Background: an optimization exercise with open tools, aiming at small area. Do not read the settings as production practice.
Only simulation tests tie the RTL to the original design; equivalence was not proved.
No activity file was given, so power comes from the tool's default toggle rates.

// trader_core
module trader_core(
    input logic rst,
    input logic clk,
    input logic [167:0] msg,
    output logic signal,
    output logic [31:0] balance,
    output logic cclr_neg,
    output logic clk_out,
    output logic [3:0] num,
    output logic msg_enable,
    output logic msg_type
);
Size in the first run: about 2200 cells after synthesis, ~210 I/O pins, roughly 0.018 mm^2 of cells after synthesis.
clock: 12.0 ns
lec_check: 0
abc_area: 1
abc_clock_period_in_ps: 100000
cap_margin: 20
core_margin: 2
core_utilization: 40
slew_margin: 20
standard.sh (not shown) runs the stock make flow with config.mk's settings and CLKGATE_MAP_FILE= SYNTH_SCRIPT=/design/flow/synth_recipe.tcl, a recipe that flattens the netlist after the stock synthesis.
==> flow/flow/run.sh <==
#!/bin/bash
# Own flow: the standard synthesis, then an area re-mapping of its logic
# (full-adder polarity clean-up, then ABC with an area script), then the standard flow's
# standard layout from that netlist. Each tool writes its own log here.
set -euo pipefail
W=$(pwd)
R=$W/orfs/results/$FLOW_PLATFORM/trader_core/base
YOSYS=$FLOW_HOME/../tools/install/yosys/bin/yosys
[[ -x $YOSYS ]] || YOSYS=$(command -v yosys)
LIB=$FLOW_HOME/platforms/sky130hd/lib/sky130_fd_sc_hd__tt_025C_1v80.lib
DONTUSE=$(grep -o 'sky130_fd_sc_hd__[a-z0-9_]*' flow/dont_use.txt | sed 's/^/-dont_use /' | tr '\n' ' ')

bash standard.sh synth > synth_standard.log 2>&1
cp "$R/1_2_yosys.v" standard.v
python3 flow/fapol.py standard.v fapol.v > fapol.log 2>&1
sed -e "s|@LIB@|$LIB|g" -e "s|@DONTUSE@|$DONTUSE|g" flow/remap.ys > remap_run.ys
"$YOSYS" -l remap.log -q -s remap_run.ys > /dev/null 2>&1
cp remap.v "$R/1_2_yosys.v"
rm -f "$R/1_synth.odb" "$R/1_synth.sdc"
# Port buffers: the smallest buffer instead of the clkdlybuf4s50_1 buffer_ports picks.
export BUFFER_PORTS_ARGS="-buffer_cell sky130_fd_sc_hd__buf_1"
# Clock tree: smaller buffers and no dummy loads.
export CTS_ARGS="-sink_clustering_enable -repair_clock_nets -buf_list sky130_fd_sc_hd__clkbuf_8 -dont_use_dummy_load"
bash standard.sh finish > layout.log 2>&1
Other scripts of this flow, unchanged in this note and not shown: flow/flow/area.abc, flow/flow/dont_use.txt, flow/flow/fapol.py, flow/flow/remap.ys
The baseline passed the timing, DRC and antenna checks.
Change:
- CORE_UTILIZATION: 40 -> 65
- GPL_TIMING_DRIVEN: unset -> 0
Outcome: Maximum frequency goes down by 1.6%; via count goes up by about 3.3%; non-clock buffer count goes down by 55; power goes down by 3.2%; final cell count goes down by about 9%; cell area goes down by 1.5%; clock-buffer cell count is unchanged.

---

wip/cedar:
Starting RTL as in the previous note.
Settings: LEC_CHECK=0, ABC_AREA=1, ABC_CLOCK_PERIOD_IN_PS=100000, CAP_MARGIN=20, CORE_MARGIN=2, CORE_UTILIZATION=72, SLEW_MARGIN=20; clock period 12.0 ns.
==> flow/flow/area.abc <==
strash
dch -f
amap
topo
==> flow/flow/fapol.py <==
#!/usr/bin/env python3
"""Flip full adders (FA(~a,~b,~c) = ~FA(a,b,c)) to cut inverters between adder cells.
usage: fapol.py in.v out.v   (flat mapped netlist, one module)"""
import re, sys, random
src = open(sys.argv[1]).read()
cell_re = re.compile(r'^(\s*)(sky130_fd_sc_hd__\w+)\s+(\S+)\s*\((.*?)\);', re.S | re.M)
pin_re = re.compile(r'\.(\w+)\(\s*(\\\S+ |[^()\s]+)\s*\)')
cells = []
for m in cell_re.finditer(src):
    pins = {p: v.strip() for p, v in pin_re.findall(m.group(4))}
    cells.append(dict(type=m.group(2), name=m.group(3), pins=pins, span=m.span()))
drv = {}
for i, c in enumerate(cells):
    for p, v in c['pins'].items():
        if p in ('X', 'Y', 'SUM', 'COUT', 'Q', 'Q_N', 'HI', 'LO'):
            drv[v] = (i, p)
def isinv(c): return re.match(r'sky130_fd_sc_hd__(clk)?inv_\d+$', c['type'])
def isfa(c): return re.match(r'sky130_fd_sc_hd__fa_\d+$', c['type'])
def isff(c): return re.match(r'sky130_fd_sc_hd__e?dfx', c['type'])
def isha(c): return re.match(r'sky130_fd_sc_hd__ha_\d+$', c['type'])
def resolve(net):
    par = 0
    while net in drv and isinv(cells[drv[net][0]]):
        net = cells[drv[net][0]]['pins']['A']; par ^= 1
    return net, par
adders = [i for i, c in enumerate(cells) if isfa(c)]   # half adders are re-mapped as plain logic
edges = []   # (src cell, dst cell, parity)
for i in adders:
    c = cells[i]
    for p in ('A', 'B', 'CIN'):
        if p not in c['pins']: continue
        n, par = resolve(c['pins'][p])
        if n in drv and (drv[n][0] in adders or isff(cells[drv[n][0]])):
            # a flip-flop cannot absorb an inversion: it is a source of fixed polarity
            edges.append((drv[n][0], i, par))
flip = {i: 0 for i in adders}
for s_, d_, p_ in edges:
    flip.setdefault(s_, 0)
free = [i for i in adders if isfa(cells[i])]
adj = {i: [] for i in flip}
for e in edges:
    adj[e[0]].append(e); adj[e[1]].append(e)
def cost_of(i):
    return sum(p ^ flip[s] ^ flip[d] for s, d, p in adj[i])
def total(): return sum(p ^ flip[s] ^ flip[d] for s, d, p in edges)
print("edges", len(edges), "odd before", total(), file=sys.stderr)
best = dict(flip); bestc = total()
rng = random.Random(1)
for rnd in range(30):
    changed = True
    while changed:
        changed = False
        for i in free:
            c0 = cost_of(i); flip[i] ^= 1
            if cost_of(i) < c0: changed = True
            else: flip[i] ^= 1
    t = total()
    if t < bestc: bestc = t; best = dict(flip)
    flip = dict(best)
    for i in rng.sample(free, len(free) // 10): flip[i] ^= 1
flip = best
print("odd after", bestc, "flipped", sum(flip.values()), file=sys.stderr)
# rewrite
out = []; pos = 0; k = [0]; newwires = []; extra = []
def fresh():
    k[0] += 1; n = f"_fapol_{k[0]}_"; newwires.append(n); return n
for i, c in enumerate(cells):
    if not flip.get(i): continue
    s, e = c['span']
    body = src[s:e]
    for p in list(c['pins']):
        v = c['pins'][p]
        w = fresh()
        if p in ('A', 'B', 'CIN'):
            extra.append(f"  sky130_fd_sc_hd__inv_1 _fapoli_{k[0]}_ (.A({v} ), .Y({w}));")
        else:
            extra.append(f"  sky130_fd_sc_hd__inv_1 _fapoli_{k[0]}_ (.A({w}), .Y({v} ));")
        c['pins'][p] = w
    pins = ",\n".join(f"    .{p}({v}{' ' if v.startswith(chr(92)) else ''})" for p, v in c['pins'].items())
    out.append((s, e, f"  {c['type']} {c['name']} (\n{pins}\n  );"))
res = []; pos = 0
for s, e, txt in sorted(out):
    res.append(src[pos:s]); res.append(txt); pos = e
res.append(src[pos:])
res = "".join(res)
# declare wires after the module header's port list, add cells before endmodule
hdr_end = res.index(';', res.index('module ')) + 1
res = res[:hdr_end] + "\n" + "".join(f"  wire {w};\n" for w in newwires) + res[hdr_end:]
idx = res.rindex('endmodule')
res = res[:idx] + "\n".join(extra) + "\n" + res[idx:]
open(sys.argv[2], 'w').write(res)
Scripts as last shown in full above: flow/flow/run.sh
Other scripts of this flow, unchanged in this note and not shown: flow/flow/dont_use.txt, flow/flow/remap.ys
--- input diff wip/cedar..wip/zinc ---
-- flow/flow/run.sh --
<<< wip/cedar, line 21
export BUFFER_PORTS_ARGS="-buffer_cell sky130_fd_sc_hd__buf_1"
# Clock tree: smaller buffers and no dummy loads.
export CTS_ARGS="-sink_clustering_enable -repair_clock_nets -buf_list sky130_fd_sc_hd__clkbuf_8 -dont_use_dummy_load"
bash standard.sh finish > layout.log 2>&1
>>> wip/zinc, line 21
export BUFFER_PORTS_ARGS="-buffer_cell sky130_fd_sc_hd__buf_1"
# Clock tree: smaller buffers and no dummy loads.
export CTS_ARGS="-sink_clustering_enable -repair_clock_nets -buf_list sky130_fd_sc_hd__clkbuf_8 -sink_clustering_max_diameter 60 -dont_use_dummy_load"
bash standard.sh finish > layout.log 2>&1
==> flow/flow/area.abc <==
strash
dc2
dch -f
amap
topo
-- flow/config.mk --
<<< wip/cedar, line 10
export CAP_MARGIN = 20
export CORE_MARGIN = 2
export CORE_UTILIZATION = 72
export SLEW_MARGIN = 20
>>> wip/zinc, line 10
export CAP_MARGIN = 20
export CORE_MARGIN = 2
export CORE_UTILIZATION = 40
export SLEW_MARGIN = 20
==> comparison <==
- [compare] base=wip/cedar new=wip/zinc: first-pass GRT wire length up about 1.4%, effective utilization at floorplan down 34 points, post-layout total power up about 5%, sequential share of power down 0.9 points, synthesized area divided by synthesized cell count down 0.23 um^2.
- Between wip/zinc and wip/cedar, it is wip/zinc whose clock share of power is lower, by 0.6 points.
- Looking only at pin count of the biggest net entering global routing, and setting everything else aside, the higher value of wip/cedar and wip/zinc goes to wip/zinc.
- wip/zinc vs wip/cedar, non-clock buffer contribution to total cell area went up by 0.34 points.
- Against wip/cedar, wip/zinc reports a clock insertion delay at the later pin of the skew report that is higher.
- Of wip/cedar and wip/zinc, the run reporting the lower global-route usage over all layers was wip/zinc.
### wip/zinc -> wip/lagoon
-- flow/flow/run.sh --
<<< wip/zinc, line 21
export BUFFER_PORTS_ARGS="-buffer_cell sky130_fd_sc_hd__buf_1"
# Clock tree: smaller buffers and no dummy loads.
export CTS_ARGS="-sink_clustering_enable -repair_clock_nets -buf_list sky130_fd_sc_hd__clkbuf_8 -sink_clustering_max_diameter 60 -dont_use_dummy_load"
bash standard.sh finish > layout.log 2>&1
>>> wip/lagoon, line 21
export BUFFER_PORTS_ARGS="-buffer_cell sky130_fd_sc_hd__buf_1"
# Clock tree: smaller buffers and no dummy loads.
export CTS_ARGS="-sink_clustering_enable -repair_clock_nets -buf_list sky130_fd_sc_hd__clkbuf_8 -dont_use_dummy_load"
bash standard.sh finish > layout.log 2>&1
-- flow/flow/fapol.py --
<<< wip/zinc, line 17
def isinv(c): return re.match(r'sky130_fd_sc_hd__(clk)?inv_\d+$', c['type'])
def isfa(c): return re.match(r'sky130_fd_sc_hd__fa_\d+$', c['type'])
def isff(c): return re.match(r'sky130_fd_sc_hd__e?dfx', c['type'])
def isha(c): return re.match(r'sky130_fd_sc_hd__ha_\d+$', c['type'])
def resolve(net):
>>> wip/lagoon, line 17
def isinv(c): return re.match(r'sky130_fd_sc_hd__(clk)?inv_\d+$', c['type'])
def isfa(c): return re.match(r'sky130_fd_sc_hd__fa_\d+$', c['type'])
def isha(c): return re.match(r'sky130_fd_sc_hd__ha_\d+$', c['type'])
def resolve(net):
<<< wip/zinc, line 31
        if p not in c['pins']: continue
        n, par = resolve(c['pins'][p])
        if n in drv and (drv[n][0] in adders or isff(cells[drv[n][0]])):
            # a flip-flop cannot absorb an inversion: it is a source of fixed polarity
            edges.append((drv[n][0], i, par))
flip = {i: 0 for i in adders}
for s_, d_, p_ in edges:
    flip.setdefault(s_, 0)
free = [i for i in adders if isfa(cells[i])]
adj = {i: [] for i in flip}
for e in edges:
    adj[e[0]].append(e); adj[e[1]].append(e)
>>> wip/lagoon, line 30
        if p not in c['pins']: continue
        n, par = resolve(c['pins'][p])
        if n in drv and drv[n][0] in adders:
            edges.append((drv[n][0], i, par))
flip = {i: 0 for i in adders}
free = [i for i in adders if isfa(cells[i])]
adj = {i: [] for i in adders}
for e in edges:
    adj[e[0]].append(e); adj[e[1]].append(e)
Notes after the runs:
On power density over the cells: wip/lagoon sits below wip/zinc.
wip/lagoon against wip/zinc: wire length rose 1.8 mm, maximum clock rate saw a decrease.
Between wip/zinc and wip/lagoon, the post-detailed-placement cell area does not differ in any meaningful way.
Compared with wip/zinc, wip/lagoon is the less power-hungry design.
Between wip/zinc and wip/lagoon, the difference in static leakage is negligible.
[inputs] wip/garnet vs wip/lagoon
==> flow/flow/area.abc <==
strash
dch -f
amap
topo
-- flow/flow/fapol.py --
<<< wip/lagoon, line 17
def isinv(c): return re.match(r'sky130_fd_sc_hd__(clk)?inv_\d+$', c['type'])
def isfa(c): return re.match(r'sky130_fd_sc_hd__fa_\d+$', c['type'])
def isha(c): return re.match(r'sky130_fd_sc_hd__ha_\d+$', c['type'])
def resolve(net):
>>> wip/garnet, line 17
def isinv(c): return re.match(r'sky130_fd_sc_hd__(clk)?inv_\d+$', c['type'])
def isfa(c): return re.match(r'sky130_fd_sc_hd__fa_\d+$', c['type'])
def isff(c): return re.match(r'sky130_fd_sc_hd__e?dfx', c['type'])
def isha(c): return re.match(r'sky130_fd_sc_hd__ha_\d+$', c['type'])
def resolve(net):
<<< wip/lagoon, line 30
        if p not in c['pins']: continue
        n, par = resolve(c['pins'][p])
        if n in drv and drv[n][0] in adders:
            edges.append((drv[n][0], i, par))
flip = {i: 0 for i in adders}
free = [i for i in adders if isfa(cells[i])]
adj = {i: [] for i in adders}
for e in edges:
    adj[e[0]].append(e); adj[e[1]].append(e)
>>> wip/garnet, line 31
        if p not in c['pins']: continue
        n, par = resolve(c['pins'][p])
        if n in drv and (drv[n][0] in adders or isff(cells[drv[n][0]])):
            # a flip-flop cannot absorb an inversion: it is a source of fixed polarity
            edges.append((drv[n][0], i, par))
flip = {i: 0 for i in adders}
for s_, d_, p_ in edges:
    flip.setdefault(s_, 0)
free = [i for i in adders if isfa(cells[i])]
adj = {i: [] for i in flip}
for e in edges:
    adj[e[0]].append(e); adj[e[1]].append(e)
-- flow/config.mk --
<<< wip/lagoon, line 10
export CAP_MARGIN = 20
export CORE_MARGIN = 2
export CORE_UTILIZATION = 40
export SLEW_MARGIN = 20
>>> wip/garnet, line 10
export CAP_MARGIN = 20
export CORE_MARGIN = 2
export CORE_UTILIZATION = 65
export SLEW_MARGIN = 20
## What came out
Transition time of the tightest slew-check pin was lower in wip/lagoon than in wip/garnet.
wip/garnet ends up with higher via count of the first global-routing pass than wip/lagoon does.
A most common cell after layout, fill and taps aside of sky130_fd_sc_hd__o22ai_1 is what wip/garnet shows, while sky130_fd_sc_hd__nor2_1 belongs to wip/lagoon.
Of wip/garnet and wip/lagoon, wip/lagoon shows the higher placed cell area, with wip/garnet below it.
[wip/garnet] die width fell 46 um relative to wip/lagoon
[compare] base=wip/lagoon new=wip/garnet: time the worst path needs with I/O delays and setup has decreased, post-route standard cell area excluding fillers fell by 2.4%, length in cells of the worst reg-to-reg path now sits higher.
The estimated power of wip/garnet ends up lower than the estimate for wip/lagoon.
On clock network area share, wip/garnet and wip/lagoon are neck and neck.
--- input diff wip/garnet..wip/juniper ---
-- flow/flow/run.sh --
<<< wip/garnet, line 21
export BUFFER_PORTS_ARGS="-buffer_cell sky130_fd_sc_hd__buf_1"
# Clock tree: smaller buffers and no dummy loads.
export CTS_ARGS="-sink_clustering_enable -repair_clock_nets -buf_list sky130_fd_sc_hd__clkbuf_8 -dont_use_dummy_load"
bash standard.sh finish > layout.log 2>&1
>>> wip/juniper, line 21
export BUFFER_PORTS_ARGS="-buffer_cell sky130_fd_sc_hd__buf_1"
# Clock tree: smaller buffers and no dummy loads.
export CTS_ARGS="-sink_clustering_enable -repair_clock_nets -buf_list sky130_fd_sc_hd__clkbuf_8 -sink_clustering_size 10 -dont_use_dummy_load"
bash standard.sh finish > layout.log 2>&1
==> flow/flow/area.abc <==
strash
dc2
dch -f
amap
topo
-- flow/config.mk --
<<< wip/garnet, line 10
export CAP_MARGIN = 20
export CORE_MARGIN = 2
export CORE_UTILIZATION = 65
export SLEW_MARGIN = 20
>>> wip/juniper, line 10
export CAP_MARGIN = 20
export CORE_MARGIN = 2
export CORE_UTILIZATION = 40
export SLEW_MARGIN = 20
--- outcome ---
Cmp wip/juniper vs wip/garnet: worst ir drop on vdd higher in wip/juniper. Per the comparison of wip/juniper with wip/garnet, total non-filler cell area in the finished layout saw an increase, synthesized area has increased. wip/garnet -> wip/juniper: cell count after synthesis increased by a few percent. As far as I/O pin total goes, wip/garnet and wip/juniper are indistinguishable; the numbers are identical. Going from wip/garnet to wip/juniper, number of cells traversed by the worst register-to-register path shrank by a few percent. Comparing wip/juniper and wip/garnet, post-layout worst setup margin is higher on wip/juniper.

[separate check: timing with driven ports]
The results above use ideal ports. As a check the final layouts listed here were re-extracted and re-timed, cells and wires unchanged. Step 1: set_driving_cell puts a clkbuf_16 on clk and a buf_2 on each other input, an assumption about the parent block. Step 2 times the ports against the registers' clock, not the clock port: input delays grow and output delays shrink by t, the midpoint of the rising clock arrivals with the driver on. a / b / c = no drivers / after step 1 / after step 2; a / b = the first two.
run	shift t [ns]	setup WS [ns]	worst register clock-pin slew, ns	worst slew at a driven data input, ns	cell pins on the clock port's net
the first run of note 1	0.518	0.815 / 0.838 / 0.320	0.10 / 0.10	0.12	1
the second run of note 1	0.550	0.633 / 0.651 / 0.101	0.11 / 0.11	0.09	1
wip/cedar	0.515	0.738 / 0.765 / 0.250	0.12 / 0.12	0.09	1
wip/zinc	0.583	1.001 / 1.032 / 0.450	0.10 / 0.10	0.10	1
wip/lagoon	0.526	0.628 / 0.645 / 0.119	0.12 / 0.12	0.08	1
wip/garnet	0.538	0.819 / 0.848 / 0.309	0.10 / 0.10	0.09	1
wip/juniper	0.583	1.001 / 1.032 / 0.450	0.10 / 0.10	0.10	1
After both steps setup and hold are still met in every run listed.
